Background: an optimization exercise with open tools, aiming at small area. Do not read the settings as production practice.
RTL that was checked went through simulation tests only; none was proved equivalent to the original.
The RTL of runs 1 to 3 was laid out without a check of its function.
Power is estimated from default activity; no workload was simulated.

<file path="flow/constraint.sdc">
create_clock -name core_clock -period 5.0 [get_ports {i_clock}]
set_input_delay 1.0000 -clock core_clock [delete_from_list [all_inputs] [get_ports {i_clock}]]
set_output_delay 1.0000 -clock core_clock [all_outputs]
set_load 0.01 [all_outputs]
</file>
<file path="flow/flow/run.sh">
#!/bin/bash
# Layout flow: the standard ORFS flow with smaller port buffers and a
# clock tree built without dummy loads. Each tool's output goes to its own
# log file in the work folder.
set -euo pipefail
cat >> config.mk <<'EOC'
export BUFFER_PORTS_ARGS = -buffer_cell sky130_fd_sc_hd__buf_1
export CTS_ARGS = -sink_clustering_enable -repair_clock_nets -sink_clustering_size 16 -sink_clustering_max_diameter 50 -buf_list {sky130_fd_sc_hd__clkbuf_4 sky130_fd_sc_hd__clkbuf_8} -dont_use_dummy_load
EOC
bash standard.sh synth > synth.log 2>&1
bash standard.sh floorplan > floorplan.log 2>&1
bash standard.sh place > place.log 2>&1
bash standard.sh cts > cts.log 2>&1
bash standard.sh route > route.log 2>&1
bash standard.sh finish > finish.log 2>&1
</file>
<file path="flow/config.mk">
export PLATFORM = sky130hd
export DESIGN_NAME = zed_debouncer
export DESIGN_NICKNAME = zed_debouncer
export VERILOG_FILES = /design/flow/design.v
export SDC_FILE = /design/flow/constraint.sdc
export NUM_CORES = 4
export LEC_CHECK = 0
export CAP_MARGIN = 20
export CORE_MARGIN = 2
export CORE_UTILIZATION = 65
export PLACE_DENSITY = 0.75
export SLEW_MARGIN = 20
export SYNTH_HIERARCHICAL = 1
export BUFFER_PORTS_ARGS = -buffer_cell sky130_fd_sc_hd__buf_1
export CTS_ARGS = -sink_clustering_enable -repair_clock_nets -sink_clustering_size 16 -sink_clustering_max_diameter 50 -buf_list {sky130_fd_sc_hd__clkbuf_4 sky130_fd_sc_hd__clkbuf_8} -dont_use_dummy_load
</file>
<file path="flow/standard.sh">
#!/bin/bash
# synth_recipe.tcl (not shown) runs the flow's synth.tcl, then flattens the netlist and writes it again
# the make line also repeats each setting of config.mk as NAME=value (left out here)
make -C /OpenROAD-flow-scripts/flow DESIGN_CONFIG=/design/flow/config.mk WORK_HOME=/design/flow/orfs CLKGATE_MAP_FILE= SYNTH_SCRIPT=/design/flow/synth_recipe.tcl "${@:-finish}"
</file>
<file path="flow/design.v">
module debounce_fsm
    # (
        parameter DEBOUNCE_COUNTER_WIDTH    = 24
    )
    (
        input   logic i_clock,
        input   logic i_reset,
        input   logic [DEBOUNCE_COUNTER_WIDTH-1 : 0] i_debounce_counter,
        input   logic i_bouncing_signal,
        output  logic o_debounced_signal
    );
    localparam W = DEBOUNCE_COUNTER_WIDTH;
    logic meta;
    logic stable;
    logic level;
    logic waiting;
    logic [W-1 : 0] count_n;
    logic [W : 0]   carry;
    logic [W-1 : 0] count_n_inc;
    localparam H = W / 2;
    always_comb begin
        carry[0] = 1'b1;
        for (int i = 0; i < W; i++) begin
            count_n_inc[i] = count_n[i] ^ carry[i];
            if (i == H - 1)
                carry[i+1] = &count_n[H-1 : 0];
            else
                carry[i+1] = count_n[i] & carry[i];
        end
    end
    always_ff @(posedge i_clock) begin
        meta    <= i_bouncing_signal;
        stable  <= meta | i_reset;
        level   <= stable & ~i_reset;
        count_n <= waiting ? count_n_inc : ~i_debounce_counter;
        if (i_reset) begin
            waiting            <= 1'b0;
            o_debounced_signal <= 1'b0;
        end else if (waiting) begin
            waiting            <= ~carry[W];
        end else begin
            waiting            <= stable ^ level;
            o_debounced_signal <= level;
        end
    end
endmodule
module zed_debouncer
    # (
        parameter SWITCH_COUNT              = 8,
        parameter BUTTON_COUNT              = 5,
        parameter DEBOUNCE_COUNTER_WIDTH    = 24
    )
    (
        input   logic i_clock,
        input   logic i_reset,
        input   logic [DEBOUNCE_COUNTER_WIDTH-1 : 0] i_switch_debounce_counter,
        input   logic [DEBOUNCE_COUNTER_WIDTH-1 : 0] i_button_debounce_counter,
        input   logic i_sw0,
        input   logic i_sw1,
        input   logic i_sw2,
        input   logic i_sw3,
        input   logic i_sw4,
        input   logic i_sw5,
        input   logic i_sw6,
        input   logic i_sw7,
        input   logic i_btnu,
        input   logic i_btnd,
        input   logic i_btnl,
        input   logic i_btnr,
        input   logic i_btnc,
        output  logic o_sw0,
        output  logic o_sw1,
        output  logic o_sw2,
        output  logic o_sw3,
        output  logic o_sw4,
        output  logic o_sw5,
        output  logic o_sw6,
        output  logic o_sw7,
        output  logic o_btnu,
        output  logic o_btnd,
        output  logic o_btnl,
        output  logic o_btnr,
        output  logic o_btnc
    );
    logic [SWITCH_COUNT-1 : 0] bouncing_switch_array;
    logic [SWITCH_COUNT-1 : 0] debounced_switch_array;
    logic [BUTTON_COUNT-1 : 0] bouncing_button_array;
    logic [BUTTON_COUNT-1 : 0] debounced_button_array;
    assign bouncing_switch_array    = {i_sw7, i_sw6, i_sw5, i_sw4, i_sw3, i_sw2, i_sw1, i_sw0};
    assign {o_sw7, o_sw6, o_sw5, o_sw4, o_sw3, o_sw2, o_sw1, o_sw0} = debounced_switch_array;
    assign bouncing_button_array    = {i_btnu, i_btnd, i_btnl, i_btnr, i_btnc};
    assign {o_btnu, o_btnd, o_btnl, o_btnr, o_btnc} = debounced_button_array;
    genvar i;
    generate
        for (i = 0; i < SWITCH_COUNT; i++) begin : switch_debounce_fsm_gen
            debounce_fsm 
            # (
                .DEBOUNCE_COUNTER_WIDTH (DEBOUNCE_COUNTER_WIDTH)
            )
            switch_debounce_fsm_inst (
                .i_clock            (i_clock),
                .i_reset            (i_reset),
                .i_debounce_counter (i_switch_debounce_counter),
                .i_bouncing_signal  (bouncing_switch_array[i]),
                .o_debounced_signal (debounced_switch_array[i])
            );
        end 
    endgenerate
    genvar j;
    generate
        for (j = 0; j < BUTTON_COUNT; j++) begin : button_debounce_fsm_gen
            debounce_fsm 
            # (
                .DEBOUNCE_COUNTER_WIDTH (DEBOUNCE_COUNTER_WIDTH)
            )
            button_debounce_fsm_inst (
                .i_clock            (i_clock),
                .i_reset            (i_reset),
                .i_debounce_counter (i_button_debounce_counter),
                .i_bouncing_signal  (bouncing_button_array[j]),
                .o_debounced_signal (debounced_button_array[j])
            );
        end 
    endgenerate
endmodule
</file>
==> summary.log, run 1 <==
[route] via density per instance 5.28
[logic_synthesis] mean cell area of the mapped netlist 10.7 sq um
[min_path] Cells on Worst Hold Path 1
[power_and_ir_drop] total power after layout 5.84 mW
[route] final routed wire length divided by cell count 14.6 um
[timing] final critical delay including setup and external delays 3.24 ns
[min_path] Hold WC Path Type register to register
[clock_tree] Clk Tree Root Cell clkbuf_8
[clock_tree] clock tree from TritonCTS yes
[global_routing] number of antenna violations at the first check in global routing 0
[layout] layout cell share with drive strength beyond 1 4.99%
[timing] number of max-slew violations in the final report 0
[layout] fin nets 1893
[global_routing] vias in the first global route 9139
[timing] tightest hold margin 0.405 ns
[clock_tree] clock transition at the register clock pins on the worst setup and hold paths after CTS 0.09 ns
[clock_tree] hold buffer count at cts 0
[logic_synthesis] post-synthesis instance total 1482
[timing] final period utilization 64.8%
[clock_tree] total clock sinks 377
[global_routing] overall fraction of global-route tracks in use 21.6%
[clock_tree] Num CTS Buffers 36
[logic_synthesis] number of distinct library cell variants in the gate-level netlist after synthesis 22
[logic_synthesis] Cell Area, Synth 15800 sq um
[critical_path] critical path arrival 3.61 ns
[run] Max-Cap Viols 0
[floorplan] floorplan die width 160 um
[clock_tree] Post CTS Setup Buffer Count 0
[status] outcome finished clean
[logic_synthesis] sequential fraction of the synthesis area 47.7%
[route] number of remaining DRC errors 0
[floorplan] ports placed on the boundary 76
[timing] RSZ-0062 raised after global routing no
[floorplan] y dimension of the die 160 um
[timing] hold violation total from the final report 0
[critical_path] Crit. End Element register
[critical_path] crit-path max FO 2
[floorplan] starting utilization of the core area 65.6%
[critical_path] reg2reg setup slack 1.76 ns
[placement] count of input and output buffers 75
[critical_path] worst reg-to-reg path cell count 17
[timing] Fmax 309 MHz
[route] first-pass iteration count of the detailed router 4
[placement] placer's final routability congestion estimate 0.777
[logic_synthesis] Yosys Warn Count 7
[timing] sum of negative setup slack 0 ns
[route] Detail Route Antenna Nets 0
[timing] worst slew margin relative to its limit 47.8%
[power_and_ir_drop] power per cell area 358 nW/um^2
[clock_tree] buffer depth of the longest clock path 3
[layout] final core utilization 67.7%
[power_and_ir_drop] leakage power 7.58 nW
[layout] synthesis-to-finish area growth 3.21%
[route] routed wire length 27.2 mm
[critical_path] Crit Path Class register to register
[global_routing] wire length of the first global-routing pass 44.9 mm
[route] total via count after detailed routing 9855
[clock_tree] insertion delay of the later-clocked pin in the worst-skew pair 0.53 ns
[logic_synthesis] Seq cells post-synth 377
[clock_tree] Gates resized, CTS repair 0
[timing] number of setup violations in the final report 0
[power_and_ir_drop] IR drop worst, VDD 230 uV
[layout] final antenna diode count 0
[logic_synthesis] synthesized net count 1831
[critical_path] worst path required time 5.37 ns
[global_routing] leftover overflow at the end of global routing 0
[timing] final setup skew 0.0561 ns
[critical_path] crit start category register
[timing] Worst Max-Slew Pin Slew 0.782 ns
[floorplan] die area 25600 sq um
[route] DRC violation total after the first TritonRoute iteration 615
[floorplan] Core Footprint 24100 sq um
[clock_tree] H-tree levels 2
[placement] final HPWL from detailed placement 18.7 mm
[global_routing] largest net degree at the start of global routing 53
[floorplan] standard-cell row count 57
==> where the power goes <==
group	total [mW]	leakage (nW)	switching (mW)	internal (mW)
registers	3.55	3.17	0.170	3.38
clock network	1.56	0.259	0.916	0.645
logic	0.727	4.15	0.423	0.304
total	5.84	7.58	1.51	4.33
==> worst max path at each step <==
stage / startpoint / endpoint / slack (ns) / cells past startpoint
after floorplan: register / register / 2.03 / 17
after global placement: register / register / 1.80 / 17
after detailed placement: register / register / 1.77 / 17
after CTS: register / register / 1.74 / 17
after global routing: register / register / 1.53 / 17
final: register / register / 1.76 / 17
==> area by class of cell <==
cell class	instances	area (sq um)
Fill cell	1931	7790
Sequential cell	377	7550
Multi-Input combinational cell	1027	7430
Clock buffer	36	495
Tap cell	324	405
Timing Repair Buffer	89	388
Inverter	13	48.8
==> Yosys cell counts, drive strengths merged <==
| master | number | area share (%) |
|---|---|---|
| dfxtp | 377 | 48 |
| ha | 286 | 23 |
| nand2 | 273 | 6.5 |
| o21ai | 273 | 9.0 |
| mux2i | 52 | 3.3 |
| buf | 39 | 4.2 |
| clkbuf | 26 | 0.72 |
| nand4 | 26 | 1.0 |
| a21oi | 13 | 0.41 |
| inv | 13 | 0.31 |
| nand3 | 13 | 0.41 |
| nor2 | 13 | 0.31 |
| nor2b | 13 | 0.51 |
| nor3 | 13 | 0.41 |
| o21a | 13 | 0.62 |
| or2 | 13 | 0.51 |
| xnor2 | 13 | 0.72 |
| xor2 | 13 | 0.72 |
==> metrics by stage <==
step	area, sq um	instances	worst slack [ns]
after CTS	16300	1866	1.74
after detailed placement	15800	1830	1.77
after global placement	15800	1830	1.80
after global routing	16300	1866	1.53
final	16300	1866	1.76
after floorplan	15800	1482	2.03
==> critical path: stages (launching register included) <==
cell and delay [ns]:
dfxtp_1 0.31, ha_1 0.20, nand3_1 0.09, nor3_1 0.08, ha_1 0.19, ha_1 0.18, ha_1 0.18, ha_1 0.18
ha_1 0.18, ha_1 0.18, ha_1 0.18, ha_1 0.18, ha_1 0.18, ha_1 0.19, ha_1 0.20, ha_1 0.27
nand2_1 0.06, o21ai_0 0.07
==> layout by cell type, fill, tap and decap left out <==
cell type / netlist / final
nor2b_1: 13 / 13
o21a_1: 13 / 13
nand2_1: 273 / 273
clkbuf_8: 0 / 36
nor2_1: 13 / 13
clkbuf_2: 13 / 1
ha_1: 286 / 286
a21oi_1: 13 / 13
o21ai_2: 13 / 13
inv_1: 13 / 13
dfxtp_1: 377 / 377
o21ai_0: 247 / 247
nand4_1: 26 / 26
buf_4: 0 / 14
nand3_1: 13 / 13
xor2_1: 13 / 13
xnor2_1: 13 / 13
nor3_1: 13 / 13
mux2i_1: 52 / 52
o21ai_1: 13 / 13
buf_1: 0 / 74
or2_2: 13 / 13
==> logic make-up (layout without fill, tap and decap cells) <==
family                     after synthesis  count (layout)  share of synthesized area [%]
DFF                                    377             377                           47.7
and+or+nand+nor                        364             364                           9.67
AOI/OAI and AO/OA                      299             299                           9.98
adders and majority gates              286             286                           22.6
buffers and inverters                   78             138                           5.25
muxes                                   52              52                           3.29
xor gates and xnor gates                26              26                           1.44
==> sequential cells by signal (all words and copies together), names as in the netlist, named ones only <==
register,cells
button_debounce_fsm_gen.button_debounce_fsm_inst.waiting,5
switch_debounce_fsm_gen.switch_debounce_fsm_inst.stable,8
switch_debounce_fsm_gen.switch_debounce_fsm_inst.level,8
switch_debounce_fsm_gen.switch_debounce_fsm_inst.count_n,192
button_debounce_fsm_gen.button_debounce_fsm_inst.stable,5
button_debounce_fsm_gen.button_debounce_fsm_inst.count_n,120
switch_debounce_fsm_gen.switch_debounce_fsm_inst.meta,8
switch_debounce_fsm_gen.switch_debounce_fsm_inst.waiting,8
button_debounce_fsm_gen.button_debounce_fsm_inst.level,5
button_debounce_fsm_gen.button_debounce_fsm_inst.meta,5
==> routing by layer <==
metal	global-route usage (%)	vias to the layer above	share of wire (%)	wire length, um
li1	-	5233	-	-
met5	0	-	0	0
met4	5.32	0	1.5	400
met1	30.1	4457	50	13600
met3	2.88	32	3.7	998
met2	35.6	133	45	12200
==> run 2, diff against run 1 <==
--- a/flow/flow/run.sh
+++ b/flow/flow/run.sh
@@ -5,7 +5,7 @@
 set -euo pipefail
 cat >> config.mk <<'EOC'
 export BUFFER_PORTS_ARGS = -buffer_cell sky130_fd_sc_hd__buf_1
-export CTS_ARGS = -sink_clustering_enable -repair_clock_nets -sink_clustering_size 16 -sink_clustering_max_diameter 50 -buf_list {sky130_fd_sc_hd__clkbuf_4 sky130_fd_sc_hd__clkbuf_8} -dont_use_dummy_load
+export CTS_ARGS = -sink_clustering_enable -repair_clock_nets -sink_clustering_size 35 -sink_clustering_max_diameter 70 -buf_list {sky130_fd_sc_hd__clkbuf_16} -dont_use_dummy_load
 EOC
 bash standard.sh synth > synth.log 2>&1
 bash standard.sh floorplan > floorplan.log 2>&1
--- a/flow/config.mk
+++ b/flow/config.mk
@@ -12,4 +12,4 @@
 export SLEW_MARGIN = 20
 export SYNTH_HIERARCHICAL = 1
 export BUFFER_PORTS_ARGS = -buffer_cell sky130_fd_sc_hd__buf_1
-export CTS_ARGS = -sink_clustering_enable -repair_clock_nets -sink_clustering_size 16 -sink_clustering_max_diameter 50 -buf_list {sky130_fd_sc_hd__clkbuf_4 sky130_fd_sc_hd__clkbuf_8} -dont_use_dummy_load
+export CTS_ARGS = -sink_clustering_enable -repair_clock_nets -sink_clustering_size 35 -sink_clustering_max_diameter 70 -buf_list {sky130_fd_sc_hd__clkbuf_16} -dont_use_dummy_load
==> run 2 against run 1 <==
Die area did not move. Core utilization fell by 0.19 points. Setup slack got worse by 0.045 ns. Critical path type unchanged. Flip-flop and latch count did not move. Final area fell by 0.28%.
==> summary.log, run 2 <==
[layout] synthesis-to-finish area growth 2.93%
[floorplan] y dimension of the die 160 um
[clock_tree] total clock sinks 377
[critical_path] critical path arrival 3.65 ns
[logic_synthesis] cell with the most instances after synthesis dfxtp_1
[layout] final antenna diode count 0
[timing] worst slew margin relative to its limit 47.3%
[timing] number of setup violations in the final report 0
[timing] hold violation total from the final report 0
[layout] flip-flop count of the largest register, all copies and words added 192
[power_and_ir_drop] power per cell area 358 nW/um^2
[route] sum of routed wire segments on met1 13.9 mm
[clock_tree] buffer depth of the longest clock path 3
[logic_synthesis] most used standard cells in the synthesized netlist dfxtp_1 (377), ha_1 (286), nand2_1 (273)
[logic_synthesis] post-synthesis instance total 1482
[floorplan] Core Footprint 24100 sq um
[critical_path] worst reg-to-reg path cell count 17
[global_routing] largest net degree at the start of global routing 53
[logic_synthesis] area share of the leading cell type in the synthesized netlist 47.7%
[timing] final setup skew 0.0857 ns
[global_routing] number of antenna violations at the first check in global routing 0
[layout] top library cells by usage in the layout, fill and taps aside dfxtp_1 (377), ha_1 (286), nand2_1 (273)
[logic_synthesis] synthesized net count 1831
[clock_tree] Clk Tree Root Cell clkbuf_16
[route] final routed wire length divided by cell count 14.8 um
[floorplan] die area 25600 sq um
[critical_path] crit start category register
[timing] final period utilization 65.7%
[logic_synthesis] count of flip-flops with a built-in enable after synthesis 0
[logic_synthesis] biggest area contributors in the synthesized netlist dfxtp_1 (48%), ha_1 (23%), o21ai_0 (7.8%), nand2_1 (6.5%), buf_12 (3.3%)
[logic_synthesis] cell type with the largest total area after synthesis dfxtp_1
[timing] Worst Max-Slew Pin Slew 0.791 ns
[clock_tree] clock transition at the register clock pins on the worst setup and hold paths after CTS 0.13 ns
[run] Max-Cap Viols 0
[layout] largest register by flop count switch_debounce_fsm_gen.switch_debounce_fsm_inst.count_n
[layout] most frequent standard cell in the layout excluding fill and tap cells dfxtp_1
[layout] post-route cell area 16300 sq um
[route] number of remaining DRC errors 0
[route] routed wire length 27.3 mm
[placement] total placed instance area 15800 sq um
[floorplan] floorplan die width 160 um
[route] DRC violation total after the first TritonRoute iteration 702
[critical_path] Crit Path Class register to register
[logic_synthesis] ys async rst share 0%
[placement] placer's final routability congestion estimate 0.777
[timing] RSZ-0062 raised after global routing no
[route] uppermost routed layer met4
[clock_tree] insertion delay of the later-clocked pin in the worst-skew pair 0.54 ns
[clock_tree] H-tree levels 1
[floorplan] ports placed on the boundary 76
[layout] final core utilization 67.5%
[min_path] Hold WC Path Type register to register
[status] outcome finished clean
[placement] final HPWL from detailed placement 18.7 mm
[route] wire length on met3 780 um
[clock_tree] hold buffer count at cts 0
[timing] sum of negative setup slack 0 ns
[timing] final critical delay including setup and external delays 3.29 ns
[logic_synthesis] sequential fraction of the synthesis area 47.7%
[power_and_ir_drop] Seq pwr share 61.0%
[floorplan] starting utilization of the core area 65.6%
[logic_synthesis] Seq cells post-synth 377
[power_and_ir_drop] net switching component of the power 1.49 mW
[clock_tree] clock tree from TritonCTS yes
[power_and_ir_drop] P_int 4.34 mW
[timing] Fmax 304 MHz
[power_and_ir_drop] proportion of total power due to net switching 25.5%
[global_routing] overall fraction of global-route tracks in use 21.5%
[logic_synthesis] mean cell area of the mapped netlist 10.7 sq um
[global_routing] leftover overflow at the end of global routing 0
[layout] leading registers by flop count switch_debounce_fsm_gen.switch_debounce_fsm_inst.count_n (192), button_debounce_fsm_gen.button_debounce_fsm_inst.count_n (120)
[logic_synthesis] dominant register cell in the synthesized netlist dfxtp_1
[global_routing] wire length of the first global-routing pass 44.8 mm
[placement] count of input and output buffers 75
[clock_tree] Gates resized, CTS repair 0
[power_and_ir_drop] share of total power in combinational logic 12.5%
[power_and_ir_drop] share of total power in the clock network 26.5%
[route] total via count after detailed routing 9857
[route] first-pass iteration count of the detailed router 4
[power_and_ir_drop] total power after layout 5.82 mW
[power_and_ir_drop] leakage power 7.54 nW
[route] Detail Route Antenna Nets 0
[critical_path] Crit. End Element register
[layout] layout cell share with drive strength beyond 1 3.87%
[global_routing] vias in the first global route 9047
[timing] number of max-slew violations in the final report 0
[floorplan] standard-cell row count 57
[critical_path] reg2reg setup slack 1.71 ns
[power_and_ir_drop] IR drop worst, VDD 282 uV
[clock_tree] Post CTS Setup Buffer Count 0
[layout] fin nets 1875
[critical_path] crit-path max FO 2
[clock_tree] Num CTS Buffers 18
[critical_path] worst path required time 5.36 ns
[logic_synthesis] Cell Area, Synth 15800 sq um
[route] via density per instance 5.33
[route] met2 wire len 12.2 mm
[logic_synthesis] Yosys Warn Count 7
[logic_synthesis] number of distinct library cell variants in the gate-level netlist after synthesis 22
run 2: layer usage:
layer  track usage, %  vias up
met3             2.05       29
met5                0        -
met1             30.5     4514
met4             4.38        0
met2             36.0      114
li1                 -     5200
run 2: worst min-delay path by stage:
stage                to  slack (ns)      from  cells past startpoint
2_1_floorplan  register        0.39  register                      1
3_3_place_gp   register        0.39  register                      1
5_1_grt        register        0.43  register                      1
6_report       register        0.41  register                      1
3_5_place_dp   register        0.39  register                      1
4_1_cts        register        0.41  register                      1
run 2: cell families after synthesis:
kind of cell,count (synthesis),synth area share (%)
AND/OR/NAND/NOR,364,9.67
multiplexers,52,3.29
adder cells (fa/ha/maj),286,22.6
AO/OA/AOI/OAI,299,9.98
flip-flops,377,47.7
buffers and inverters,78,5.25
XOR/XNOR,26,1.44
run 2: area by class of cell:
type	count	area [sq um]
Timing Repair Buffer	89	388
Clock buffer	18	450
Tap cell	324	405
Multi-Input combinational cell	1027	7430
Sequential cell	377	7550
Fill cell	1930	7830
Inverter	13	48.8
run 2: power groups by stage:
stage	logic (mW)	clock network (mW)	registers (mW)
floorplan	0.639	0	3.58
global placement	0.690	0	3.61
detailed placement	0.731	0	3.63
CTS	0.741	1.58	3.56
global route	0.870	1.69	3.60
finish	0.729	1.54	3.55
run 2: per-stage QoR:
| stage | hold slack, ns | setup WS (ns) | std cells |
|---|---|---|---|
| 2_1_floorplan | 0.389 | 2.03 | 1482 |
| 4_1_cts | 0.410 | 1.70 | 1848 |
| 3_5_place_dp | 0.393 | 1.77 | 1830 |
| 3_3_place_gp | 0.394 | 1.80 | 1830 |
| 6_report | 0.409 | 1.71 | 1848 |
| 5_1_grt | 0.426 | 1.54 | 1848 |
run 2: critical path: stages, from the launching register on:
cell and delay, ns:
dfxtp_1 0.33, ha_1 0.20, nand3_1 0.09, nor3_1 0.08
ha_1 0.20, ha_1 0.18, ha_1 0.18, ha_1 0.18
ha_1 0.18, ha_1 0.18, ha_1 0.18, ha_1 0.18
ha_1 0.18, ha_1 0.19, ha_1 0.19, ha_1 0.27
nand2_1 0.06, o21ai_0 0.07
==> run 3, diff against run 2 <==
--- a/flow/flow/run.sh
+++ b/flow/flow/run.sh
@@ -5,7 +5,7 @@
 set -euo pipefail
 cat >> config.mk <<'EOC'
 export BUFFER_PORTS_ARGS = -buffer_cell sky130_fd_sc_hd__buf_1
-export CTS_ARGS = -sink_clustering_enable -repair_clock_nets -sink_clustering_size 35 -sink_clustering_max_diameter 70 -buf_list {sky130_fd_sc_hd__clkbuf_16} -dont_use_dummy_load
+export CTS_ARGS = -sink_clustering_enable -repair_clock_nets -sink_clustering_size 26 -sink_clustering_max_diameter 50 -buf_list {sky130_fd_sc_hd__clkbuf_8} -dont_use_dummy_load
 EOC
 bash standard.sh synth > synth.log 2>&1
 bash standard.sh floorplan > floorplan.log 2>&1
--- a/flow/config.mk
+++ b/flow/config.mk
@@ -12,4 +12,4 @@
 export SLEW_MARGIN = 20
 export SYNTH_HIERARCHICAL = 1
 export BUFFER_PORTS_ARGS = -buffer_cell sky130_fd_sc_hd__buf_1
-export CTS_ARGS = -sink_clustering_enable -repair_clock_nets -sink_clustering_size 35 -sink_clustering_max_diameter 70 -buf_list {sky130_fd_sc_hd__clkbuf_16} -dont_use_dummy_load
+export CTS_ARGS = -sink_clustering_enable -repair_clock_nets -sink_clustering_size 26 -sink_clustering_max_diameter 50 -buf_list {sky130_fd_sc_hd__clkbuf_8} -dont_use_dummy_load
==> run 3 against run 2 <==
Still clean on timing, DRC and antenna. Via count is essentially flat. Synthesized cell count is the same. Register-to-register slack gained 0.05 ns. Setup slack gained 0.054 ns.
==> summary.log, run 3 <==
[timing] sum of negative setup slack 0 ns
[global_routing] number of antenna violations at the first check in global routing 0
[layout] largest register by flop count switch_debounce_fsm_gen.switch_debounce_fsm_inst.count_n
[floorplan] starting utilization of the core area 65.6%
[timing] number of setup violations in the final report 0
[critical_path] reg2reg setup slack 1.77 ns
[critical_path] Crit Path Class register to register
[clock_tree] Post CTS Setup Buffer Count 0
[power_and_ir_drop] IR drop worst, VDD 233 uV
[logic_synthesis] sequential fraction of the synthesis area 47.7%
[critical_path] crit-path max FO 2
[layout] flip-flop count of the largest register, all copies and words added 192
[power_and_ir_drop] Seq pwr share 60.8%
[route] total via count after detailed routing 9851
[logic_synthesis] synthesized net count 1831
[placement] worst slack at placement 1.77 ns
[timing] Worst Max-Slew Pin Slew 0.790 ns
[clock_tree] clock tree from TritonCTS yes
[clock_tree] hold buffer count at cts 0
[floorplan] die area 25600 sq um
[route] via density per instance 5.28
[clock_tree] buffer depth of the longest clock path 3
[critical_path] Most Frequent Cell on Critical Path ha_1
[floorplan] floorplan die width 160 um
[power_and_ir_drop] net switching component of the power 1.52 mW
[logic_synthesis] Cell Area, Synth 15800 sq um
[logic_synthesis] biggest area contributors in the synthesized netlist dfxtp_1 (48%), ha_1 (23%), o21ai_0 (7.8%), nand2_1 (6.5%), buf_12 (3.3%)
[min_path] Hold WC Path Type register to register
[route] DRC violation total after the first TritonRoute iteration 647
[global_routing] vias in the first global route 9130
[power_and_ir_drop] total power after layout 5.85 mW
[layout] final core utilization 67.7%
[global_routing] overall fraction of global-route tracks in use 21.7%
[timing] final worst-path setup slack 1.77 ns
[power_and_ir_drop] share of total power in combinational logic 12.4%
[route] routed wire length 27.4 mm
[route] final routed wire length divided by cell count 14.7 um
[placement] count of input and output buffers 75
[clock_tree] Clk Tree Root Cell clkbuf_8
[route] number of remaining DRC errors 0
[timing] number of max-slew violations in the final report 0
[logic_synthesis] area share of the leading cell type in the synthesized netlist 47.7%
[power_and_ir_drop] leakage power 7.58 nW
[layout] leading registers by flop count switch_debounce_fsm_gen.switch_debounce_fsm_inst.count_n (192), button_debounce_fsm_gen.button_debounce_fsm_inst.count_n (120)
[critical_path] critical path arrival 3.64 ns
[global_routing] leftover overflow at the end of global routing 0
[critical_path] cell with the largest stage delay on the worst path dfxtp_1
[layout] top library cells by usage in the layout, fill and taps aside dfxtp_1 (377), ha_1 (286), nand2_1 (273)
[power_and_ir_drop] power per cell area 359 nW/um^2
[floorplan] y dimension of the die 160 um
[clock_tree] H-tree levels 2
[layout] final antenna diode count 0
[layout] synthesis-to-finish area growth 3.21%
[logic_synthesis] post-synthesis instance total 1482
[global_routing] wire length of the first global-routing pass 45.0 mm
[floorplan] Core Footprint 24100 sq um
[timing] Fmax 310 MHz
[timing] tightest hold margin 0.392 ns
[logic_synthesis] number of distinct library cell variants in the gate-level netlist after synthesis 22
[floorplan] standard-cell row count 57
[power_and_ir_drop] proportion of total power due to net switching 25.9%
[logic_synthesis] mean cell area of the mapped netlist 10.7 sq um
[placement] placer's final routability congestion estimate 0.777
[logic_synthesis] cell with the most instances after synthesis dfxtp_1
[clock_tree] Num CTS Buffers 36
[logic_synthesis] dominant register cell in the synthesized netlist dfxtp_1
[critical_path] maximum cell stage delay along the critical path 0.33 ns
[logic_synthesis] ys async rst share 0%
[layout] fin nets 1893
[status] outcome finished clean
[timing] worst slew margin relative to its limit 47.3%
[run] Max-Cap Viols 0
[logic_synthesis] Seq cells post-synth 377
[logic_synthesis] cell type with the largest total area after synthesis dfxtp_1
[logic_synthesis] Yosys Warn Count 7
[power_and_ir_drop] share of total power in the clock network 26.8%
[clock_tree] Gates resized, CTS repair 0
[logic_synthesis] most used standard cells in the synthesized netlist dfxtp_1 (377), ha_1 (286), nand2_1 (273)
[critical_path] crit start category register
[critical_path] critical path cell sequence ha_1, nand3_1, nor3_1, ha_1, ha_1, ha_1, ha_1, ha_1, ha_1, ha_1, ha_1, ha_1, ha_1, ha_1, ha_1, nand2_1, o21ai_0
[clock_tree] clock transition at the register clock pins on the worst setup and hold paths after CTS 0.11 ns
[global_routing] largest net degree at the start of global routing 53
[floorplan] ports placed on the boundary 76
[timing] final period utilization 64.6%
[timing] final critical delay including setup and external delays 3.23 ns
[critical_path] worst path required time 5.41 ns
[critical_path] Crit. End Element register
[layout] layout cell share with drive strength beyond 1 4.99%
[placement] final HPWL from detailed placement 18.7 mm
[clock_tree] total clock sinks 377
[route] Detail Route Antenna Nets 0
[timing] final setup skew 0.0421 ns
[clock_tree] insertion delay of the later-clocked pin in the worst-skew pair 0.54 ns
[layout] most frequent standard cell in the layout excluding fill and tap cells dfxtp_1
[logic_synthesis] count of flip-flops with a built-in enable after synthesis 0
[power_and_ir_drop] P_int 4.33 mW
[timing] hold violation total from the final report 0
[route] first-pass iteration count of the detailed router 4
[timing] RSZ-0062 raised after global routing no
run 3: power groups by stage:
stage / Clock [mW] / Combinational, mW / Sequential, mW
floorplan: 0 / 0.639 / 3.58
global placement: 0 / 0.690 / 3.61
detailed placement: 0 / 0.731 / 3.63
CTS: 1.62 / 0.739 / 3.56
global route: 1.74 / 0.869 / 3.60
finish: 1.57 / 0.727 / 3.56
run 3: metrics by stage:
stage          std cells  cell area (sq um)
2_1_floorplan       1482              15800
3_3_place_gp        1830              15800
3_5_place_dp        1830              15800
4_1_cts             1866              16300
5_1_grt             1866              16300
6_report            1866              16300
run 3: worst paths after layout:
path,startpoint,to,depth (start not counted)
max reg2reg,register,register,17
max,register,register,17
min reg2reg,register,register,1
min,register,register,1
run 3: cells by family (layout without fill, tap and decap cells):
logic type      after synthesis  in the layout  synth area share [%]
compound gates              299            299                  9.98
xor+xnor                     26             26                  1.44
flops                       377            377                  47.7
buf+inv                      78            138                  5.25
fa+ha+maj                   286            286                  22.6
simple gates                364            364                  9.67
mux                          52             52                  3.29
run 3: layout make-up:
cell class,instances,area [sq um]
Tap cell,324,405
Multi-Input combinational cell,1027,7430
Timing Repair Buffer,89,388
Inverter,13,48.8
Clock buffer,36,495
Sequential cell,377,7550
Fill cell,1936,7790
run 3: layer usage:
metal,up-vias,routed length [um],track usage (%),part of all wire [%]
met3,39,766,2.86,2.8
met4,0,503,6.18,1.8
li1,5231,-,-,-
met1,4475,13800,30.3,50
met5,-,0,0,0
met2,106,12300,35.7,45
run 3: critical path, delay by kind of cell (launching register included):
family	cells	cell delay, ns
fa+ha+maj	13	2.48
flops	1	0.33
simple gates	3	0.22
compound gates	1	0.08
==> run 4, diff against run 3 <==
--- a/flow/design.v
+++ b/flow/design.v
@@ -17,7 +17,7 @@
     logic [W-1 : 0] count_n;
     logic [W : 0]   carry;
     logic [W-1 : 0] count_n_inc;
-    localparam H = W / 2;
+    localparam H = 4;
     always_comb begin
         carry[0] = 1'b1;
         for (int i = 0; i < W; i++) begin
--- a/flow/flow/run.sh
+++ b/flow/flow/run.sh
@@ -5,7 +5,7 @@
 set -euo pipefail
 cat >> config.mk <<'EOC'
 export BUFFER_PORTS_ARGS = -buffer_cell sky130_fd_sc_hd__buf_1
-export CTS_ARGS = -sink_clustering_enable -repair_clock_nets -sink_clustering_size 26 -sink_clustering_max_diameter 50 -buf_list {sky130_fd_sc_hd__clkbuf_8} -dont_use_dummy_load
+export CTS_ARGS = -sink_clustering_enable -repair_clock_nets -sink_clustering_size 40 -sink_clustering_max_diameter 60 -buf_list {sky130_fd_sc_hd__clkbuf_16} -dont_use_dummy_load
 EOC
 bash standard.sh synth > synth.log 2>&1
 bash standard.sh floorplan > floorplan.log 2>&1
--- a/flow/config.mk
+++ b/flow/config.mk
@@ -12,4 +12,4 @@
 export SLEW_MARGIN = 20
 export SYNTH_HIERARCHICAL = 1
 export BUFFER_PORTS_ARGS = -buffer_cell sky130_fd_sc_hd__buf_1
-export CTS_ARGS = -sink_clustering_enable -repair_clock_nets -sink_clustering_size 26 -sink_clustering_max_diameter 50 -buf_list {sky130_fd_sc_hd__clkbuf_8} -dont_use_dummy_load
+export CTS_ARGS = -sink_clustering_enable -repair_clock_nets -sink_clustering_size 40 -sink_clustering_max_diameter 60 -buf_list {sky130_fd_sc_hd__clkbuf_16} -dont_use_dummy_load
==> run 4 against run 3 <==
Combinational power decreased by 3.6%. Area after synthesis decreased by 4.3%. Power increased by 3.3%. Largest power group unchanged.
==> summary.log, run 4 <==
[clock_tree] Num CTS Buffers 25
[placement] count of input and output buffers 75
[layout] synthesis-to-finish area growth 6.49%
[layout] layout cell share with drive strength beyond 1 4.49%
[critical_path] crit start category register
[placement] worst slack at placement 0.197 ns
[timing] RSZ-0062 raised after global routing no
[critical_path] crit-path max FO 2
[timing] Worst Max-Slew Pin Slew 0.975 ns
[logic_synthesis] Yosys Warn Count 7
[logic_synthesis] post-synthesis instance total 1443
[route] number of remaining DRC errors 0
[critical_path] reg2reg setup slack 0.19 ns
[critical_path] worst path required time 5.46 ns
[floorplan] die area 24500 sq um
[layout] flip-flop count of the largest register, all copies and words added 192
[timing] number of max-slew violations in the final report 0
[global_routing] vias in the first global route 8665
[logic_synthesis] Seq cells post-synth 377
[global_routing] leftover overflow at the end of global routing 0
[logic_synthesis] synthesized net count 1792
[clock_tree] H-tree levels 1
[critical_path] Crit. End Element register
[logic_synthesis] number of distinct library cell variants in the gate-level netlist after synthesis 18
[logic_synthesis] count of flip-flops with a built-in enable after synthesis 0
[critical_path] critical path arrival 5.27 ns
[clock_tree] insertion delay of the later-clocked pin in the worst-skew pair 0.54 ns
[power_and_ir_drop] IR drop worst, VDD 369 uV
[layout] leading registers by flop count switch_debounce_fsm_gen.switch_debounce_fsm_inst.count_n (192), button_debounce_fsm_gen.button_debounce_fsm_inst.count_n (120)
[timing] final setup skew 0.0393 ns
[clock_tree] hold buffer count at cts 0
[logic_synthesis] cell with the most instances after synthesis dfxtp_1
[logic_synthesis] ys async rst share 0%
[power_and_ir_drop] power per cell area 375 nW/um^2
[floorplan] Core Footprint 22700 sq um
[floorplan] y dimension of the die 157 um
[run] Max-Cap Viols 0
[logic_synthesis] biggest area contributors in the synthesized netlist dfxtp_1 (50%), ha_1 (24%), o21ai_0 (7.7%), nand2_1 (7.1%), mux2i_1 (2.6%)
[route] final routed wire length divided by cell count 14.1 um
[route] routed wire length 25.0 mm
[floorplan] ports placed on the boundary 76
[layout] Filler Cells Inserted 1689
[critical_path] worst reg-to-reg path cell count 24
[layout] most frequent standard cell in the layout excluding fill and tap cells dfxtp_1
[logic_synthesis] area share of the leading cell type in the synthesized netlist 49.9%
[timing] worst slew margin relative to its limit 35.0%
[power_and_ir_drop] leakage power 7.56 nW
[floorplan] standard-cell row count 55
[logic_synthesis] cell type with the largest total area after synthesis dfxtp_1
[critical_path] Crit Path Class register to register
[timing] final worst-path setup slack 0.189 ns
[route] total via count after detailed routing 9495
[global_routing] number of antenna violations at the first check in global routing 0
[timing] hold violation total from the final report 0
[logic_synthesis] most used standard cells in the synthesized netlist dfxtp_1 (377), ha_1 (286), nand2_1 (286)
[route] first-pass iteration count of the detailed router 5
[min_path] Cells on Worst Hold Path 1
[placement] final HPWL from detailed placement 17.1 mm
[global_routing] largest net degree at the start of global routing 53
[route] DRC violation total after the first TritonRoute iteration 498
[timing] Fmax 208 MHz
[timing] final critical delay including setup and external delays 4.81 ns
[logic_synthesis] mean cell area of the mapped netlist 10.5 sq um
[timing] final period utilization 96.2%
[route] via density per instance 5.35
[route] Detail Route Antenna Nets 0
[global_routing] overall fraction of global-route tracks in use 20.8%
[clock_tree] clock tree from TritonCTS yes
[status] outcome finished clean
[layout] top library cells by usage in the layout, fill and taps aside dfxtp_1 (377), nand2_1 (286), ha_1 (275)
[layout] final core utilization 70.9%
[floorplan] floorplan die width 157 um
[layout] largest register by flop count switch_debounce_fsm_gen.switch_debounce_fsm_inst.count_n
[logic_synthesis] dominant register cell in the synthesized netlist dfxtp_1
[global_routing] wire length of the first global-routing pass 41.4 mm
[logic_synthesis] Cell Area, Synth 15100 sq um
[placement] placer's final routability congestion estimate 0.713
[clock_tree] total clock sinks 377
[layout] fin nets 1842
[clock_tree] Clk Tree Root Cell clkbuf_16
[layout] final antenna diode count 0
[timing] sum of negative setup slack 0 ns
[timing] number of setup violations in the final report 0
[clock_tree] buffer depth of the longest clock path 3
[logic_synthesis] sequential fraction of the synthesis area 49.9%
[floorplan] starting utilization of the core area 66.6%
[clock_tree] clock transition at the register clock pins on the worst setup and hold paths after CTS 0.10 ns
[min_path] Hold WC Path Type register to register
-- run 4: what timing repair did --
item,CTS,global route
setup buffers,0,0
gates resized for setup,0,15
setup endpoints to repair,0,14
-- run 4: metal layers --
metal / vias to the layer above / wire, um / track usage, %
li1: 5044 / - / -
met1: 4291 / 12600 / 29.1
met2: 137 / 11100 / 34.6
met3: 23 / 1030 / 3.13
met4: 0 / 243 / 3.58
met5: - / 0 / 0
-- run 4: logic make-up after synthesis --
logic type,after synthesis,share of synthesized area (%)
compound gates,312,10.5
xor+xnor,26,1.51
fa+ha+maj,286,23.7
buf+inv,65,2.80
flops,377,49.9
mux,39,2.58
simple gates,338,9.03
-- run 4: area by class of cell --
class | count | area, sq um | area share, %
tap | 285 | 357 | 2.21
clock buffer | 25 | 626 | 3.88
timing repair buffer | 88 | 380 | 2.36
multi-input combinational | 1001 | 7200 | 44.7
sequential | 377 | 7550 | 46.9
-- run 4: per-stage QoR --
step | total power, mW | instance area (sq um) | hold WS [ns] | cells
after CTS | 6.11 | 16100 | 0.372 | 1776
final | 6.04 | 16100 | 0.371 | 1776
after floorplan | 4.13 | 15100 | 0.389 | 1443
after global placement | 4.25 | 15400 | 0.391 | 1751
after global routing | 6.38 | 16100 | 0.376 | 1776
after detailed placement | 4.31 | 15400 | 0.394 | 1751
-- run 4: worst max-delay path by stage --
stage	start	endpoint	depth (start not counted)
2_1_floorplan	register	register	24
3_3_place_gp	register	register	24
3_5_place_dp	register	register	24
4_1_cts	register	register	24
5_1_grt	register	register	24
6_report	register	register	24
-- run 4: critical path, cell delays in order, from the launching register on --
cell and delay (ns):
dfxtp_1 0.32, ha_1 0.21, and3_1 0.16, ha_1 0.18, ha_1 0.19, ha_1 0.20
ha_1 0.19, ha_1 0.19, ha_1 0.18, ha_1 0.18, ha_1 0.18, ha_1 0.19
ha_1 0.20, ha_1 0.19, ha_1 0.18, ha_1 0.19, ha_1 0.18, ha_1 0.18
ha_1 0.18, ha_1 0.18, ha_1 0.20, ha_1 0.21, ha_1 0.18, a21oi_1 0.14
o21a_1 0.15
-- run 4: power breakdown --
| group | internal, mW | total [mW] | switching (mW) | leakage (nW) |
|---|---|---|---|---|
| Combinational | 0.302 | 0.701 | 0.400 | 4.08 |
| Sequential | 3.39 | 3.54 | 0.150 | 3.17 |
| Clock | 0.884 | 1.80 | 0.919 | 0.308 |
==> run 5, diff against run 4 <==
--- a/flow/flow/run.sh
+++ b/flow/flow/run.sh
@@ -5,7 +5,7 @@
 set -euo pipefail
 cat >> config.mk <<'EOC'
 export BUFFER_PORTS_ARGS = -buffer_cell sky130_fd_sc_hd__buf_1
-export CTS_ARGS = -sink_clustering_enable -repair_clock_nets -sink_clustering_size 40 -sink_clustering_max_diameter 60 -buf_list {sky130_fd_sc_hd__clkbuf_16} -dont_use_dummy_load
+export CTS_ARGS = -sink_clustering_enable -repair_clock_nets -buf_list {sky130_fd_sc_hd__clkbuf_4} -dont_use_dummy_load
 EOC
 bash standard.sh synth > synth.log 2>&1
 bash standard.sh floorplan > floorplan.log 2>&1
--- a/flow/config.mk
+++ b/flow/config.mk
@@ -12,4 +12,4 @@
 export SLEW_MARGIN = 20
 export SYNTH_HIERARCHICAL = 1
 export BUFFER_PORTS_ARGS = -buffer_cell sky130_fd_sc_hd__buf_1
-export CTS_ARGS = -sink_clustering_enable -repair_clock_nets -sink_clustering_size 40 -sink_clustering_max_diameter 60 -buf_list {sky130_fd_sc_hd__clkbuf_16} -dont_use_dummy_load
+export CTS_ARGS = -sink_clustering_enable -repair_clock_nets -buf_list {sky130_fd_sc_hd__clkbuf_4} -dont_use_dummy_load
==> run 5 against run 4 <==
Non-clock buffer count stayed put. Clock power is 3% higher. Still clean. Synthesized cell count stayed put. Via count is 3.5% higher. Area after synthesis stayed put. Power is 0.94% higher. Clock-buffer cell count is 70 higher. Hold slack better by 0.023 ns. Die area stayed put. Final area is 0.49% higher.
==> summary.log, run 5 <==
[route] met2 wire len 11.4 mm
[timing] worst slew margin relative to its limit 35.2%
[route] uppermost routed layer met5
[placement] count of input and output buffers 75
[floorplan] standard-cell row count 55
[route] sum of routed wire segments on met1 12.3 mm
[logic_synthesis] dominant register cell in the synthesized netlist dfxtp_1
[power_and_ir_drop] leakage power 7.70 nW
[timing] Fmax 207 MHz
[logic_synthesis] mean cell area of the mapped netlist 10.5 sq um
[logic_synthesis] Seq cells post-synth 377
[global_routing] number of antenna violations at the first check in global routing 2
[layout] footprint of the multi-input gates 7190 sq um
[placement] worst slack at placement 0.197 ns
[timing] number of setup violations in the final report 0
[critical_path] maximum cell stage delay along the critical path 0.30 ns
[critical_path] cell with the largest stage delay on the worst path dfxtp_1
[power_and_ir_drop] share of total power in the clock network 30.5%
[power_and_ir_drop] IR drop worst, VDD 251 uV
[min_path] Hold WC Path Type register to register
[route] DRC violation total after the first TritonRoute iteration 485
[status] outcome finished clean
[logic_synthesis] ys async rst share 0%
[timing] Worst Max-Slew Pin Slew 0.972 ns
[power_and_ir_drop] Seq pwr share 58.1%
[critical_path] Crit Path Class register to register
[timing] final period utilization 96.4%
[logic_synthesis] biggest area contributors in the synthesized netlist dfxtp_1 (50%), ha_1 (24%), o21ai_0 (7.7%), nand2_1 (7.1%), mux2i_1 (2.6%)
[power_and_ir_drop] net switching component of the power 1.55 mW
[clock_tree] total clock sinks 377
[layout] layout cell share with drive strength beyond 1 8.52%
[layout] final core utilization 71.3%
[clock_tree] Num CTS Buffers 95
[logic_synthesis] post-synthesis instance total 1443
[layout] combined flip-flop and latch cell area 7550 sq um
[global_routing] wire length of the first global-routing pass 42.2 mm
[layout] leading registers by flop count switch_debounce_fsm_gen.switch_debounce_fsm_inst.count_n (192), button_debounce_fsm_gen.button_debounce_fsm_inst.count_n (120)
[layout] synthesis-to-finish area growth 7.01%
[global_routing] largest net degree at the start of global routing 53
[layout] most frequent standard cell in the layout excluding fill and tap cells dfxtp_1
[power_and_ir_drop] share of total power in combinational logic 11.4%
[logic_synthesis] cell type with the largest total area after synthesis dfxtp_1
[layout] Filler Cells Inserted 1710
[logic_synthesis] Cell Area, Synth 15100 sq um
[run] Max-Cap Viols 0
[route] Detail Route Antenna Nets 0
[logic_synthesis] area share of the leading cell type in the synthesized netlist 49.9%
[critical_path] family with the most delay on the worst path adder cells
[layout] top library cells by usage in the layout, fill and taps aside dfxtp_1 (377), nand2_1 (286), ha_1 (278)
[logic_synthesis] number of distinct library cell variants in the gate-level netlist after synthesis 18
[floorplan] Core Footprint 22700 sq um
[layout] flip-flop count of the largest register, all copies and words added 192
[layout] fin nets 1912
[critical_path] buffers plus inverters on the worst setup path 0
[route] first-pass iteration count of the detailed router 5
[floorplan] y dimension of the die 157 um
[power_and_ir_drop] P_int 4.55 mW
[logic_synthesis] sequential fraction of the synthesis area 49.9%
[logic_synthesis] cell with the most instances after synthesis dfxtp_1
[clock_tree] hold buffer count at cts 0
[power_and_ir_drop] total power after layout 6.10 mW
[logic_synthesis] synthesized net count 1792
[route] final routed wire length divided by cell count 13.7 um
[critical_path] worst path required time 5.63 ns
[global_routing] vias in the first global route 9204
[layout] largest register by flop count switch_debounce_fsm_gen.switch_debounce_fsm_inst.count_n
[critical_path] Crit. End Element register
[critical_path] crit start category register
[floorplan] ports placed on the boundary 76
[logic_synthesis] count of flip-flops with a built-in enable after synthesis 0
[timing] final setup skew 0.0331 ns
[floorplan] die area 24500 sq um
[power_and_ir_drop] power per cell area 377 nW/um^2
[clock_tree] Post CTS Setup Buffer Count 0
[route] number of remaining DRC errors 0
[clock_tree] clock transition at the register clock pins on the worst setup and hold paths after CTS 0.06 ns
[clock_tree] clock tree from TritonCTS yes
[route] routed wire length 25.3 mm
[clock_tree] Clk Tree Root Cell clkbuf_4
[global_routing] leftover overflow at the end of global routing 0
[critical_path] Most Frequent Cell on Critical Path ha_1
[critical_path] critical path cell sequence ha_1, and3_1, ha_1, ha_1, ha_1, ha_1, ha_1, ha_1, ha_1, ha_1, ha_1, ha_1, ha_1, ha_1, ha_1, ha_1, ha_1, ha_1, ha_1, ha_1, ha_1, ha_1, a21oi_2, o21a_1
[route] total via count after detailed routing 9832
[clock_tree] Gates resized, CTS repair 0
[power_and_ir_drop] proportion of total power due to net switching 25.3%
[logic_synthesis] Yosys Warn Count 7
[global_routing] overall fraction of global-route tracks in use 21.5%
[floorplan] starting utilization of the core area 66.6%
[route] via density per instance 5.32
[timing] number of max-slew violations in the final report 0
[route] wire length on met3 1.16 mm
[placement] placer's final routability congestion estimate 0.713
[timing] final worst-path setup slack 0.180 ns
[floorplan] floorplan die width 157 um
[critical_path] critical path arrival 5.45 ns
[timing] final critical delay including setup and external delays 4.82 ns
[critical_path] crit-path max FO 2
[logic_synthesis] most used standard cells in the synthesized netlist dfxtp_1 (377), ha_1 (286), nand2_1 (286)
[clock_tree] insertion delay of the later-clocked pin in the worst-skew pair 0.69 ns
[clock_tree] H-tree levels 3
[placement] final HPWL from detailed placement 17.1 mm
[timing] hold violation total from the final report 0
[clock_tree] buffer depth of the longest clock path 3
-- run 5: final cells by class --
cell class                      count  area share (%)
Antenna cell                        1          0.0155
Sequential cell                   377            46.6
Tap cell                          285            2.20
Timing Repair Buffer               88            2.35
Clock buffer                       95            4.41
Multi-Input combinational cell   1001            44.4
-- run 5: stage by stage --
step / area, sq um / std cells / TNS (ns) / hold WS [ns]
6_report: 16200 / 1847 / 0 / 0.394
5_1_grt: 16200 / 1847 / -0.00176 / 0.356
4_1_cts: 16200 / 1846 / 0 / 0.340
3_5_place_dp: 15400 / 1751 / 0 / 0.394
3_3_place_gp: 15400 / 1751 / 0 / 0.391
2_1_floorplan: 15100 / 1443 / 0 / 0.389
-- run 5: kinds of logic after synthesis --
logic type | synth area share [%]
buf+inv | 2.80
xor+xnor | 1.51
mux | 2.58
simple gates | 9.03
flops | 49.9
compound gates | 10.5
fa+ha+maj | 23.7
-- run 5: worst register-to-register path, cell delays in order (launching register included) --
cell and delay [ns]:
dfxtp_1 0.30, ha_1 0.21, and3_1 0.15, ha_1 0.20, ha_1 0.21, ha_1 0.20
ha_1 0.18, ha_1 0.19, ha_1 0.18, ha_1 0.18, ha_1 0.18, ha_1 0.18
ha_1 0.18, ha_1 0.18, ha_1 0.20, ha_1 0.19, ha_1 0.18, ha_1 0.19
ha_1 0.20, ha_1 0.19, ha_1 0.19, ha_1 0.21, ha_1 0.21, a21oi_2 0.15
o21a_1 0.14
-- run 5: layer usage --
metal	global-route usage, %	vias to the layer above
met5	0	-
met4	8.61	2
met3	5.01	36
met2	34.9	171
met1	27.9	4423
li1	-	5200
-- run 5: power by group through the flow --
stage,Clock (mW),Sequential [mW],Combinational [mW]
global route,2.09,3.58,0.836
floorplan,0,3.56,0.565
detailed placement,0,3.61,0.698
global placement,0,3.59,0.658
finish,1.86,3.54,0.698
CTS,1.94,3.54,0.707
-- run 5: path summary, 6_finish.rpt --
path                               start       end  slack [ns]  depth (start not counted)
worst max register to register  register  register        0.18                         24
worst max-delay path            register  register        0.18                         24
worst min register to register  register  register        0.39                          1
worst min-delay path            register  register        0.39                          1
==> run 6, diff against run 5 <==
--- a/flow/flow/run.sh
+++ b/flow/flow/run.sh
@@ -5,7 +5,7 @@
 set -euo pipefail
 cat >> config.mk <<'EOC'
 export BUFFER_PORTS_ARGS = -buffer_cell sky130_fd_sc_hd__buf_1
-export CTS_ARGS = -sink_clustering_enable -repair_clock_nets -buf_list {sky130_fd_sc_hd__clkbuf_4} -dont_use_dummy_load
+export CTS_ARGS = -sink_clustering_enable -repair_clock_nets -sink_clustering_size 12 -sink_clustering_max_diameter 40 -buf_list {sky130_fd_sc_hd__clkbuf_4} -dont_use_dummy_load
 EOC
 bash standard.sh synth > synth.log 2>&1
 bash standard.sh floorplan > floorplan.log 2>&1
==> flow/config.mk (replaced) <==
export PLATFORM = sky130hd
export DESIGN_NAME = zed_debouncer
export DESIGN_NICKNAME = zed_debouncer
export VERILOG_FILES = /design/flow/design.v
export SDC_FILE = /design/flow/constraint.sdc
export NUM_CORES = 4
export LEC_CHECK = 0
export CAP_MARGIN = 0
export CORE_MARGIN = 2
export CORE_UTILIZATION = 65
export PLACE_DENSITY = 0.75
export SLEW_MARGIN = 0
export SYNTH_HIERARCHICAL = 1
export BUFFER_PORTS_ARGS = -buffer_cell sky130_fd_sc_hd__buf_1
export CTS_ARGS = -sink_clustering_enable -repair_clock_nets -sink_clustering_size 12 -sink_clustering_max_diameter 40 -buf_list {sky130_fd_sc_hd__clkbuf_4} -dont_use_dummy_load
==> run 6 against run 5 <==
Largest power group unchanged. Power decreased by 9.4%. Fmax rose by 0.84%. Global-route usage fell by 0.76 points.
==> summary.log, run 6 <==
[global_routing] overall fraction of global-route tracks in use 20.7%
[global_routing] wire length of the first global-routing pass 41.1 mm
[layout] most frequent standard cell in the layout excluding fill and tap cells dfxtp_1
[global_routing] number of antenna violations at the first check in global routing 1
[logic_synthesis] biggest area contributors in the synthesized netlist dfxtp_1 (50%), ha_1 (24%), o21ai_0 (7.7%), nand2_1 (7.1%), mux2i_1 (2.6%)
[clock_tree] H-tree levels 2
[logic_synthesis] post-synthesis instance total 1443
[floorplan] y dimension of the die 157 um
[power_and_ir_drop] power per cell area 349 nW/um^2
[logic_synthesis] sequential fraction of the synthesis area 49.9%
[logic_synthesis] mean cell area of the mapped netlist 10.5 sq um
[run] Max-Cap Viols 0
[logic_synthesis] cell with the most instances after synthesis dfxtp_1
[logic_synthesis] synthesized net count 1792
[critical_path] worst path required time 5.60 ns
[power_and_ir_drop] IR drop worst, VDD 258 uV
[clock_tree] total clock sinks 377
[critical_path] cell with the largest stage delay on the worst path dfxtp_1
[global_routing] leftover overflow at the end of global routing 0
[clock_tree] clock tree from TritonCTS yes
[logic_synthesis] Cell Area, Synth 15100 sq um
[layout] top library cells by usage in the layout, fill and taps aside dfxtp_1 (373), nand2_1 (286), ha_1 (275)
[global_routing] largest net degree at the start of global routing 53
[timing] Fmax 209 MHz
[logic_synthesis] Yosys Warn Count 7
[logic_synthesis] most used standard cells in the synthesized netlist dfxtp_1 (377), ha_1 (286), nand2_1 (286)
[critical_path] family with the most delay on the worst path adder cells
[min_path] Hold WC Path Type register to register
[floorplan] ports placed on the boundary 76
[route] first-pass iteration count of the detailed router 5
[clock_tree] Num CTS Buffers 45
[placement] total placed cells including tap cells 1751
[layout] fin nets 1862
[timing] final critical delay including setup and external delays 4.78 ns
[critical_path] crit-path max FO 2
[placement] count of input and output buffers 75
[route] DRC violation total after the first TritonRoute iteration 440
[critical_path] Most Frequent Cell on Critical Path ha_1
[power_and_ir_drop] leakage power 7.46 nW
[timing] RSZ-0062 raised after global routing yes
[logic_synthesis] count of flip-flops with a built-in enable after synthesis 0
[route] via density per instance 5.32
[global_routing] vias in the first global route 8725
[floorplan] starting utilization of the core area 66.6%
[critical_path] maximum cell stage delay along the critical path 0.32 ns
[route] total via count after detailed routing 9569
[timing] Worst Max-Slew Pin Slew 0.986 ns
[timing] final period utilization 95.6%
[layout] flip-flop count of the largest register, all copies and words added 192
[layout] count of placed standard cells in the final layout, fillers left out 1797
[clock_tree] hold buffer count at cts 0
[layout] post-route cell area 15800 sq um
[critical_path] buffers plus inverters on the worst setup path 0
[logic_synthesis] dominant register cell in the synthesized netlist dfxtp_1
[placement] total placed instance area 15400 sq um
[layout] largest register by flop count switch_debounce_fsm_gen.switch_debounce_fsm_inst.count_n
[clock_tree] insertion delay of the later-clocked pin in the worst-skew pair 0.68 ns
[route] routed wire length 24.7 mm
[logic_synthesis] Seq cells post-synth 377
[layout] leading registers by flop count switch_debounce_fsm_gen.switch_debounce_fsm_inst.count_n (192), button_debounce_fsm_gen.button_debounce_fsm_inst.count_n (120)
[placement] placer's final routability congestion estimate 0.713
[route] number of remaining DRC errors 0
[critical_path] Crit Path Class register to register
[floorplan] die area 24500 sq um
[clock_tree] clock transition at the register clock pins on the worst setup and hold paths after CTS 0.11 ns
[route] Detail Route Antenna Nets 0
[timing] hold violation total from the final report 0
[placement] final HPWL from detailed placement 17.1 mm
[critical_path] Crit. End Element register
[floorplan] floorplan die width 157 um
[layout] synthesis-to-finish area growth 4.64%
[logic_synthesis] cell type with the largest total area after synthesis dfxtp_1
[logic_synthesis] number of distinct library cell variants in the gate-level netlist after synthesis 18
[status] outcome finished clean
[layout] layout cell share with drive strength beyond 1 6.02%
[timing] worst slew margin relative to its limit 34.2%
[floorplan] Core Footprint 22700 sq um
[timing] number of setup violations in the final report 0
[timing] final setup skew 0.0837 ns
[logic_synthesis] area share of the leading cell type in the synthesized netlist 49.9%
[timing] number of max-slew violations in the final report 0
[route] final routed wire length divided by cell count 13.7 um
[logic_synthesis] ys async rst share 0%
[critical_path] critical path cell sequence ha_1, and3_1, ha_1, ha_1, ha_1, ha_1, ha_1, ha_1, ha_1, ha_1, ha_1, ha_1, ha_1, ha_1, ha_1, ha_1, ha_1, ha_1, ha_1, ha_2, ha_1, ha_1, a21oi_1, o21a_1
[floorplan] standard-cell row count 55
[critical_path] critical path arrival 5.38 ns
[clock_tree] Clk Tree Root Cell clkbuf_4
[critical_path] crit start category register
[clock_tree] buffer depth of the longest clock path 3
[run 6: cell counts after synthesis]
Identical to the previous run, type by type.
[run 6: cells by family after synthesis]
group / Yosys count / share of synthesized area [%]
and+or+nand+nor: 338 / 9.03
muxes: 39 / 2.58
adders and majority gates: 286 / 23.7
xor gates and xnor gates: 26 / 1.51
DFF: 377 / 49.9
buffers and inverters: 65 / 2.80
AOI/OAI and AO/OA: 312 / 10.5
[run 6: where the power goes]
part	switching, mW	internal, mW	total (mW)
Sequential	0.149	3.39	3.54
Clock	0.881	0.416	1.30
Combinational	0.394	0.301	0.696
[run 6: area by class of cell]
class                   count  area [sq um]
clock buffers              45           338
well taps                 285           357
repair buffers             88           380
multi-input cells        1001          7200
flip-flops and latches    377          7550
diodes                      1          2.50
fillers                  1745          6880
[run 6: what timing repair did]
item,4_1_cts,5_1_grt
gates resized for setup,0,19
buffers inserted,0,0
setup endpoints to repair,0,14
[run 6: path summary, 6_finish.rpt]
kind / end / slack (ns) / cells past startpoint
worst max-delay path: register / 0.22 / 24
worst min-delay path: register / 0.38 / 1
worst min register to register: register / 0.38 / 1
worst max register to register: register / 0.22 / 24
[run 6: per-stage QoR]
stage                     TNS (ns)  worst slack [ns]  hold WS [ns]  utilization, %  total power, mW
after detailed placement         0             0.197         0.394            68.0             4.31
final                            0             0.220         0.378            69.7             5.53
after global placement           0             0.252         0.391            68.0             4.25
after CTS                        0             0.161         0.355            69.5             5.61
after floorplan                  0             0.652         0.389               -             4.13
after global routing       -0.0570           -0.0297         0.332            69.7             5.89
[run 6: routing by layer]
layer	routed length (um)	vias up	global-route usage [%]	share of wire, %
li1	-	5091	-	-
met1	12500	4306	28.4	51
met2	10800	144	33.7	44
met3	1040	28	4.24	4.2
met4	334	0	5.29	1.4
met5	0	-	0	0
==> run 7, diff against run 6 <==
--- a/flow/config.mk
+++ b/flow/config.mk
@@ -5,11 +5,11 @@
 export SDC_FILE = /design/flow/constraint.sdc
 export NUM_CORES = 4
 export LEC_CHECK = 0
-export CAP_MARGIN = 0
+export CAP_MARGIN = 20
 export CORE_MARGIN = 2
 export CORE_UTILIZATION = 65
 export PLACE_DENSITY = 0.75
-export SLEW_MARGIN = 0
+export SLEW_MARGIN = 20
 export SYNTH_HIERARCHICAL = 1
 export BUFFER_PORTS_ARGS = -buffer_cell sky130_fd_sc_hd__buf_1
 export CTS_ARGS = -sink_clustering_enable -repair_clock_nets -sink_clustering_size 12 -sink_clustering_max_diameter 40 -buf_list {sky130_fd_sc_hd__clkbuf_4} -dont_use_dummy_load
==> run 7 against run 6 <==
Die area unchanged. Register-to-register slack about the same. Clock-buffer cell count unchanged. Final area unchanged. First-iteration DRC count unchanged. Highest routed layer unchanged.
==> summary.log, run 7 <==
[placement] count of input and output buffers 75
[timing] hold violation total from the final report 0
[logic_synthesis] Cell Area, Synth 15100 sq um
[logic_synthesis] cell type with the largest total area after synthesis dfxtp_1
[timing] number of setup violations in the final report 0
[placement] total placed instance area 15400 sq um
[floorplan] floorplan die width 157 um
[logic_synthesis] area share of the leading cell type in the synthesized netlist 49.9%
[route] final routed wire length divided by cell count 13.7 um
[clock_tree] buffer depth of the longest clock path 3
[power_and_ir_drop] total power after layout 5.53 mW
[global_routing] vias in the first global route 8725
[floorplan] die area 24500 sq um
[layout] combined flip-flop and latch cell area 7550 sq um
[route] DRC violation total after the first TritonRoute iteration 440
[critical_path] worst reg-to-reg path cell count 24
[critical_path] cell with the largest stage delay on the worst path dfxtp_1
[logic_synthesis] mean cell area of the mapped netlist 10.5 sq um
[timing] worst slew margin relative to its limit 34.2%
[layout] fin nets 1862
[layout] flip-flop count of the largest register, all copies and words added 192
[critical_path] Most Frequent Cell on Critical Path ha_1
[timing] final period utilization 95.6%
[critical_path] buffers plus inverters on the worst setup path 0
[timing] Fmax 209 MHz
[min_path] Cells on Worst Hold Path 1
[critical_path] Crit Path Class register to register
[global_routing] leftover overflow at the end of global routing 0
[power_and_ir_drop] leakage power 7.46 nW
[critical_path] family with the most delay on the worst path adder cells
[route] Detail Route Antenna Nets 0
[clock_tree] insertion delay of the later-clocked pin in the worst-skew pair 0.68 ns
[layout] most frequent standard cell in the layout excluding fill and tap cells dfxtp_1
[route] first-pass iteration count of the detailed router 5
[layout] footprint of the multi-input gates 7200 sq um
[placement] final HPWL from detailed placement 17.1 mm
[status] outcome finished clean
[logic_synthesis] most used standard cells in the synthesized netlist dfxtp_1 (377), ha_1 (286), nand2_1 (286)
[critical_path] maximum cell stage delay along the critical path 0.32 ns
[global_routing] overall fraction of global-route tracks in use 20.7%
[critical_path] worst path required time 5.60 ns
[layout] top library cells by usage in the layout, fill and taps aside dfxtp_1 (373), nand2_1 (286), ha_1 (275)
[timing] number of max-slew violations in the final report 0
[timing] final critical delay including setup and external delays 4.78 ns
[clock_tree] clock tree from TritonCTS yes
[floorplan] ports placed on the boundary 76
[floorplan] Core Footprint 22700 sq um
[global_routing] wire length of the first global-routing pass 41.1 mm
[min_path] Hold WC Path Type register to register
[critical_path] crit-path max FO 2
[layout] Filler Cells Inserted 1745
[logic_synthesis] sequential fraction of the synthesis area 49.9%
[floorplan] starting utilization of the core area 66.6%
[route] total via count after detailed routing 9569
[clock_tree] clock transition at the register clock pins on the worst setup and hold paths after CTS 0.11 ns
[logic_synthesis] biggest area contributors in the synthesized netlist dfxtp_1 (50%), ha_1 (24%), o21ai_0 (7.7%), nand2_1 (7.1%), mux2i_1 (2.6%)
[route] via density per instance 5.32
[layout] synthesis-to-finish area growth 4.64%
[clock_tree] total clock sinks 377
[timing] final setup skew 0.0837 ns
[placement] placer's final routability congestion estimate 0.713
[route] wire length on met3 1.04 mm
[logic_synthesis] dominant register cell in the synthesized netlist dfxtp_1
[logic_synthesis] post-synthesis instance total 1443
[logic_synthesis] count of flip-flops with a built-in enable after synthesis 0
[critical_path] Crit. End Element register
[critical_path] crit start category register
[power_and_ir_drop] power per cell area 349 nW/um^2
[critical_path] critical path arrival 5.38 ns
[logic_synthesis] cell with the most instances after synthesis dfxtp_1
[critical_path] reg2reg setup slack 0.22 ns
[route] uppermost routed layer met4
[logic_synthesis] Seq cells post-synth 377
[logic_synthesis] ys async rst share 0%
[logic_synthesis] number of distinct library cell variants in the gate-level netlist after synthesis 18
[layout] post-route cell area 15800 sq um
[timing] RSZ-0062 raised after global routing yes
[floorplan] standard-cell row count 55
[clock_tree] Clk Tree Root Cell clkbuf_4
[run] Max-Cap Viols 0
[route] routed wire length 24.7 mm
[critical_path] critical path cell sequence ha_1, and3_1, ha_1, ha_1, ha_1, ha_1, ha_1, ha_1, ha_1, ha_1, ha_1, ha_1, ha_1, ha_1, ha_1, ha_1, ha_1, ha_1, ha_1, ha_2, ha_1, ha_1, a21oi_1, o21a_1
[logic_synthesis] synthesized net count 1792
[route] sum of routed wire segments on met1 12.5 mm
[layout] leading registers by flop count switch_debounce_fsm_gen.switch_debounce_fsm_inst.count_n (192), button_debounce_fsm_gen.button_debounce_fsm_inst.count_n (120)
[clock_tree] Num CTS Buffers 45
[route] met2 wire len 10.8 mm
[global_routing] number of antenna violations at the first check in global routing 1
[power_and_ir_drop] IR drop worst, VDD 258 uV
[logic_synthesis] Yosys Warn Count 7
[clock_tree] H-tree levels 2
[route] number of remaining DRC errors 0
[timing] sum of negative setup slack 0 ns
[layout] layout cell share with drive strength beyond 1 6.02%
[timing] Worst Max-Slew Pin Slew 0.986 ns
[clock_tree] Post CTS Setup Buffer Count 0
[layout] largest register by flop count switch_debounce_fsm_gen.switch_debounce_fsm_inst.count_n
[floorplan] y dimension of the die 157 um
[global_routing] largest net degree at the start of global routing 53
==> run 7: cell counts after synthesis <==
Identical to the previous run, type by type.
==> run 7: worst max-delay path by stage <==
stage / from / to / slack [ns] / cells after the start
4_1_cts: register / register / 0.16 / 24
3_5_place_dp: register / register / 0.20 / 24
6_report: register / register / 0.22 / 24
2_1_floorplan: register / register / 0.65 / 24
3_3_place_gp: register / register / 0.25 / 24
5_1_grt: register / register / -0.03 / 24
==> run 7: cell families (layout without fill, tap and decap cells) <==
family	count (synthesis)	in the layout	synth area share, %
flip-flops	377	377	49.9
AND/OR/NAND/NOR	338	338	9.03
AO/OA/AOI/OAI	312	312	10.5
adder cells (fa/ha/maj)	286	286	23.7
buffers and inverters	65	133	2.80
multiplexers	39	39	2.58
XOR/XNOR	26	26	1.51
other	0	1	0
==> run 7: stage by stage <==
stage | setup WS, ns | util, % | cells | hold WS, ns
global placement | 0.252 | 68.0 | 1751 | 0.391
global route | -0.0297 | 69.7 | 1797 | 0.332
floorplan | 0.652 | - | 1443 | 0.389
finish | 0.220 | 69.7 | 1797 | 0.378
detailed placement | 0.197 | 68.0 | 1751 | 0.394
CTS | 0.161 | 69.5 | 1796 | 0.355
==> run 7: final cells by class <==
| cell class | instances | area share (%) |
|---|---|---|
| Sequential cell | 377 | 47.7 |
| Antenna cell | 1 | 0.0158 |
| Multi-Input combinational cell | 1001 | 45.5 |
| Clock buffer | 45 | 2.13 |
| Timing Repair Buffer | 88 | 2.40 |
| Tap cell | 285 | 2.25 |
==> run 7: per-layer routing <==
metal	vias to the layer above	GRT usage, %
li1	5091	-
met1	4306	28.4
met2	144	33.7
met3	28	4.24
met4	0	5.29
met5	-	0
==> run 7: where the power goes <==
part           leakage (nW)  switching (mW)  internal [mW]  total, mW
Combinational          4.08           0.394          0.301      0.696
Sequential             3.17           0.149           3.39       3.54
Clock                 0.207           0.881          0.416       1.30
==> run 7: repair_timing <==
action | 4_1_cts | 5_1_grt
setup endpoints to repair | 0 | 14
hold buffers | 0 | 0
gates resized for setup | 0 | 19

[static timing again, ports no longer ideal]
The flow's constraints put no driver on any port. The routed layouts listed below were extracted and timed again, unchanged, in two steps.
Step 1 assumes that a clkbuf_16 drives the clock port and a buf_2 every other input.
Step 2 moves the port delays by t, midway between the first and last clock arrival at a register: inputs arrive t later, outputs are due t later. That takes back most of the time a late clock gives input paths.
a / b / c = ideal ports / drivers / drivers and shift; a / b = the first two.
run	shift t [ns]	slack for setup (ns)	worst setup path after step 2
run 1	0.546	1.760 / 1.760 / 1.760	register to register
run 2	0.549	1.715 / 1.715 / 1.715	register to register
run 3	0.564	1.769 / 1.769 / 1.769	register to register
run 4	0.564	0.189 / 0.189 / 0.189	register to register
run 5	0.722	0.180 / 0.180 / 0.180	register to register
run 6	0.676	0.220 / 0.220 / 0.220	register to register
run 7	0.676	0.220 / 0.220 / 0.220	register to register
After both steps setup and hold are still met in every run listed.
